Context: an optimization exercise on an open-source flow, tuned for small area. The choices shown serve that exercise and are no tape-out recipe.
Function was checked by simulation only, so behaviour that the tests miss may differ from the original.
No activity file was given, so power comes from the tool's default toggle rates.

==> module FIFO, before the edit <==
module FIFO #(
	parameter WIDTH = 8,
	parameter DEPTH = 8
	)(
	input clk,
	input rst_n,
	input [WIDTH - 1:0] writeData,
	input writeEn,
	output logic [WIDTH - 1:0] readData,
	input readEn,
	output full,
	output empty
	);
	logic [4:0] count;
	logic [8:0] at;  
	logic [DEPTH - 1:0][WIDTH - 1:0] mem;
	assign at[0] = ~count[4] & ~count[0];
	assign at[1] = ~count[1] & count[0];
	assign at[2] = ~count[2] & count[1];
	assign at[3] = ~count[3] & count[2];
	assign at[4] = ~count[4] & count[3];
	assign at[5] = count[4] & count[0];
	assign at[6] = count[1] & ~count[0];
	assign at[7] = count[2] & ~count[1];
	assign at[8] = count[3] & ~count[2];
	assign full = at[8];
	assign empty = at[0];
	always @* begin
		readData = 0;
		for (int j = 0; j < DEPTH; j = j + 1)
			readData = readData | (mem[j] & {WIDTH{at[j]}});
	end
	always @(posedge clk) begin
		if (writeEn)
			mem <= {mem[DEPTH - 2:0], writeData};
		if (~rst_n)
			count <= 0;
		else if (writeEn & ~readEn)
			count <= {count[3:0], ~count[4]};
		else if (readEn & ~writeEn)
			count <= {~count[0], count[4:1]};
	end
endmodule
==> module SPIwithFIFO, before the edit <==
module SPIwithFIFO #(
	parameter WIDTH = 8,
	parameter TxFIFODepth = 8,
	parameter RxFIFODepth = 8
	)(
	input clk,
	input rst_n,
    input CS_n,
    input SCLK,
    input MOSI,
    output MISO,
	output [WIDTH - 1:0] RXdata,
	input readEn,
	output RXFIFOempty,
	output RXFIFOfull,
	output TXFIFOempty,
	output TXFIFOfull,
	input [WIDTH - 1:0] TXdata,
	input writeEn
    );
	localparam RXAW = $clog2(RxFIFODepth);
	logic CS_nHist;  
	logic prevSCLK;
	logic CS_nFallingEdge;
	logic sclkRise, sclkFall;
	assign CS_nFallingEdge = CS_nHist & ~CS_n;
	assign sclkRise = ~prevSCLK & SCLK;
	assign sclkFall = prevSCLK & ~SCLK;
	always @(posedge clk) begin
		CS_nHist <= CS_n;
		prevSCLK <= SCLK;
	end
	logic [WIDTH - 1:0] shiftIn;
	logic [2:0] rxBitCount;
	logic rxByteDone;    
	logic writeRXFIFO;   
	always @(posedge clk) begin
		if (sclkRise)
			shiftIn <= {shiftIn[WIDTH - 2:0], MOSI};
		if (~rst_n) begin
			rxBitCount <= 3'b000;
			rxByteDone <= 1'b0;
			writeRXFIFO <= 1'b0;
		end else begin
			writeRXFIFO <= rxByteDone;
			rxByteDone <= sclkRise && rxBitCount == 3'b100;  
			if (CS_nFallingEdge)
				rxBitCount <= 3'b000;
			else if (sclkRise)
				rxBitCount <= {rxBitCount[1:0], ~(rxBitCount[2] ^ (rxBitCount[1] & ~rxBitCount[0]))};
		end
	end
	logic [RxFIFODepth - 1:0][WIDTH - 1:0] rxMem;
	logic [3:0] rxCount;
	logic [3:0] rxCountUp, rxCountDown;
	logic [7:0] rxAt;  
	assign rxCountUp = {rxCount[2:0], ~rxCount[3]};
	assign rxCountDown = {~rxCount[0], rxCount[3:1]};
	assign rxAt[0] = ~rxCount[3] & ~rxCount[0];
	assign rxAt[1] = ~rxCount[1] & rxCount[0];
	assign rxAt[2] = ~rxCount[2] & rxCount[1];
	assign rxAt[3] = ~rxCount[3] & rxCount[2];
	assign rxAt[4] = rxCount[3] & rxCount[0];
	assign rxAt[5] = rxCount[1] & ~rxCount[0];
	assign rxAt[6] = rxCount[2] & ~rxCount[1];
	assign rxAt[7] = rxCount[3] & ~rxCount[2];
	logic rxPending;
	logic rxShift;
	logic [WIDTH - 1:0] rxMux;
	always @* begin
		rxMux = 0;
		for (int j = 0; j < RxFIFODepth; j = j + 1)
			rxMux = rxMux | (rxMem[j] & {WIDTH{rxAt[j]}});
	end
	assign RXdata = rxMux;
	assign RXFIFOempty = rxAt[0];
	assign RXFIFOfull = rxPending;
	assign rxShift = writeRXFIFO ? (~rxAt[7] | readEn) : (rxPending & readEn);
	always @(posedge clk) begin
		if (~rst_n)
			rxMem[0] <= 0;  
		else if (rxShift)
			rxMem <= {rxMem[RxFIFODepth - 2:0], shiftIn};
		if (~rst_n) begin
			rxCount <= 0;
			rxPending <= 1'b0;
		end else begin
			if (rxShift & ~readEn)
				rxCount <= rxCountUp;
			else if (readEn & ~rxShift)
				rxCount <= rxCountDown;
			if (rxPending)
				rxPending <= ~readEn;
			else
				rxPending <= writeRXFIFO & rxAt[7] & ~readEn;
		end
	end
	logic [WIDTH - 1:0] shiftOut;
	logic [3:0] txBitCount;
	logic [3:0] txBitCountDec;
	logic readTXFIFO;   
	logic loadTX;       
	logic [WIDTH - 1:0] TXFIFOdata;
	assign MISO = shiftOut[WIDTH - 1];
	assign txBitCountDec = {txBitCount[2:0],
		txBitCount[2] ? (txBitCount[3] ^ (txBitCount[1] & txBitCount[0])) : ~txBitCount[3]};
	FIFO #(.WIDTH(WIDTH), .DEPTH(TxFIFODepth)) TXFIFO (
		.clk(clk),
		.rst_n(rst_n),
		.writeData(TXdata),
		.writeEn(writeEn),
		.readData(TXFIFOdata),
		.readEn(readTXFIFO),
		.full(TXFIFOfull),
		.empty(TXFIFOempty)
	);
	logic shiftOutEn;
	logic [WIDTH - 1:0] shiftOutNext;
	assign shiftOutEn = ~rst_n | sclkFall | loadTX;
	assign shiftOutNext = ~rst_n ? {WIDTH{1'b0}} : sclkFall ? {shiftOut[WIDTH - 2:0], 1'b0} : TXFIFOdata;
	logic startTX;
	assign startTX = ~readTXFIFO & ~loadTX && txBitCount == 4'b0000 && ~TXFIFOempty && ~CS_nFallingEdge;
	always @(posedge clk) begin
		if (shiftOutEn)
			shiftOut <= shiftOutNext;
		if (~rst_n) begin
			txBitCount <= 4'b0110;
			readTXFIFO <= 1'b0;
			loadTX <= 1'b0;
		end else begin
			readTXFIFO <= startTX;
			loadTX <= readTXFIFO;
			if (sclkFall)
				txBitCount <= txBitCountDec;
			else if (startTX | CS_nFallingEdge)
				txBitCount <= 4'b0110;
		end
	end
endmodule
export LEC_CHECK = 0
export CAP_MARGIN = 20
export CORE_MARGIN = 2
export CORE_UTILIZATION = 70
export CTS_BUF_LIST = sky130_fd_sc_hd__clkbuf_8
export SLEW_MARGIN = 20
create_clock -name core_clock -period 5.0 [get_ports {clk}]
standard.sh (not shown) runs the stock make flow with config.mk's settings and CLKGATE_MAP_FILE= SYNTH_SCRIPT=/design/flow/synth_recipe.tcl, a recipe that flattens the netlist after the stock synthesis.
==> flow/flow/run.sh <==
#!/bin/bash
# The standard layout (standard.sh), except that:
# - the input and output ports get the smallest buffer cell;
# - clock tree synthesis adds no dummy loads (cells that only balance the
#   load of the clock tree's leaf nets).
# Each tool's output goes to its own log under orfs/logs; standard.log holds
# the make output.
export BUFFER_PORTS_ARGS="-buffer_cell sky130_fd_sc_hd__buf_1"
export CTS_ARGS="-sink_clustering_enable -repair_clock_nets -buf_list sky130_fd_sc_hd__clkbuf_8 -dont_use_dummy_load"
bash standard.sh > standard.log 2>&1
Then changed:
--- a/flow/design.v
+++ b/flow/design.v
@@ -5,43 +5,30 @@
 	)(
 	input clk,
 	input rst_n,
 	input [WIDTH - 1:0] writeData,
 	input writeEn,
-	output logic [WIDTH - 1:0] readData,
+	output [WIDTH - 1:0] readData,
 	input readEn,
 	output full,
 	output empty
 	);
-	logic [4:0] count;
-	logic [8:0] at;  
+	localparam AW = $clog2(DEPTH);
+	logic [AW:0] count;  
 	logic [DEPTH - 1:0][WIDTH - 1:0] mem;
-	assign at[0] = ~count[4] & ~count[0];
-	assign at[1] = ~count[1] & count[0];
-	assign at[2] = ~count[2] & count[1];
-	assign at[3] = ~count[3] & count[2];
-	assign at[4] = ~count[4] & count[3];
-	assign at[5] = count[4] & count[0];
-	assign at[6] = count[1] & ~count[0];
-	assign at[7] = count[2] & ~count[1];
-	assign at[8] = count[3] & ~count[2];
-	assign full = at[8];
-	assign empty = at[0];
-	always @* begin
-		readData = 0;
-		for (int j = 0; j < DEPTH; j = j + 1)
-			readData = readData | (mem[j] & {WIDTH{at[j]}});
-	end
+	assign full = count[AW];
+	assign empty = count == 0;
+	assign readData = mem[count[AW - 1:0]];
 	always @(posedge clk) begin
 		if (writeEn)
 			mem <= {mem[DEPTH - 2:0], writeData};
 		if (~rst_n)
 			count <= 0;
 		else if (writeEn & ~readEn)
-			count <= {count[3:0], ~count[4]};
+			count <= count + 1'b1;
 		else if (readEn & ~writeEn)
-			count <= {~count[0], count[4:1]};
+			count <= count - 1'b1;
 	end
 endmodule
 `timescale 1ns / 1ps
 module SPIwithFIFO #(
 	parameter WIDTH = 8,
@@ -94,52 +81,40 @@
 			else if (sclkRise)
 				rxBitCount <= {rxBitCount[1:0], ~(rxBitCount[2] ^ (rxBitCount[1] & ~rxBitCount[0]))};
 		end
 	end
 	logic [RxFIFODepth - 1:0][WIDTH - 1:0] rxMem;
-	logic [3:0] rxCount;
-	logic [3:0] rxCountUp, rxCountDown;
-	logic [7:0] rxAt;  
-	assign rxCountUp = {rxCount[2:0], ~rxCount[3]};
-	assign rxCountDown = {~rxCount[0], rxCount[3:1]};
-	assign rxAt[0] = ~rxCount[3] & ~rxCount[0];
-	assign rxAt[1] = ~rxCount[1] & rxCount[0];
-	assign rxAt[2] = ~rxCount[2] & rxCount[1];
-	assign rxAt[3] = ~rxCount[3] & rxCount[2];
-	assign rxAt[4] = rxCount[3] & rxCount[0];
-	assign rxAt[5] = rxCount[1] & ~rxCount[0];
-	assign rxAt[6] = rxCount[2] & ~rxCount[1];
-	assign rxAt[7] = rxCount[3] & ~rxCount[2];
+	logic [RXAW - 1:0] rxCount;  
 	logic rxPending;
 	logic rxShift;
 	logic [WIDTH - 1:0] rxMux;
 	always @* begin
 		rxMux = 0;
 		for (int j = 0; j < RxFIFODepth; j = j + 1)
-			rxMux = rxMux | (rxMem[j] & {WIDTH{rxAt[j]}});
+			rxMux = rxMux | (rxMem[j] & {WIDTH{rxCount == j}});
 	end
 	assign RXdata = rxMux;
-	assign RXFIFOempty = rxAt[0];
+	assign RXFIFOempty = rxCount == 0;
 	assign RXFIFOfull = rxPending;
-	assign rxShift = writeRXFIFO ? (~rxAt[7] | readEn) : (rxPending & readEn);
+	assign rxShift = writeRXFIFO ? (~&rxCount | readEn) : (rxPending & readEn);
 	always @(posedge clk) begin
 		if (~rst_n)
 			rxMem[0] <= 0;  
 		else if (rxShift)
 			rxMem <= {rxMem[RxFIFODepth - 2:0], shiftIn};
 		if (~rst_n) begin
 			rxCount <= 0;
 			rxPending <= 1'b0;
 		end else begin
 			if (rxShift & ~readEn)
-				rxCount <= rxCountUp;
+				rxCount <= rxCount + 1'b1;
 			else if (readEn & ~rxShift)
-				rxCount <= rxCountDown;
+				rxCount <= rxCount - 1'b1;
 			if (rxPending)
 				rxPending <= ~readEn;
 			else
-				rxPending <= writeRXFIFO & rxAt[7] & ~readEn;
+				rxPending <= writeRXFIFO & (&rxCount) & ~readEn;
 		end
 	end
 	logic [WIDTH - 1:0] shiftOut;
 	logic [3:0] txBitCount;
 	logic [3:0] txBitCountDec;
What happened: Fmax falls by 4.9%; power came out higher by 2.1%; clock power goes down by about 0.6%; hold slack improves by 0.012 ns; clock-buffer cell count stays the same; cell count goes down by 3.5%.

-- what the ideal ports hide --
In the flow no input, the clock included, has a driving cell. The finished layouts below were timed again as built, in two steps. Step 1 assumes that a clkbuf_16 drives the clock port and a buf_2 every other input. Step 2 adds t to the input delays and takes it off the output delays; t is the mean of the earliest and latest rising clock arrival at the registers after step 1. Input paths then give back, and output paths get back, about the clock's delay inside the block. a / b / c = no drivers / after step 1 / after step 2; a / b = the first two.
run | t, ns | setup slack, ns | hold slack, ns | worst setup path after step 2 | cell pins on the clock port's net
the first run | 0.447 | 1.821 / 1.788 / 1.977 | 0.422 / 0.422 / 0.422 | input to register | 1
the second run | 0.450 | 1.659 / 1.625 / 2.051 | 0.434 / 0.434 / 0.434 | input to register | 1
After both steps every run listed still meets setup and hold.
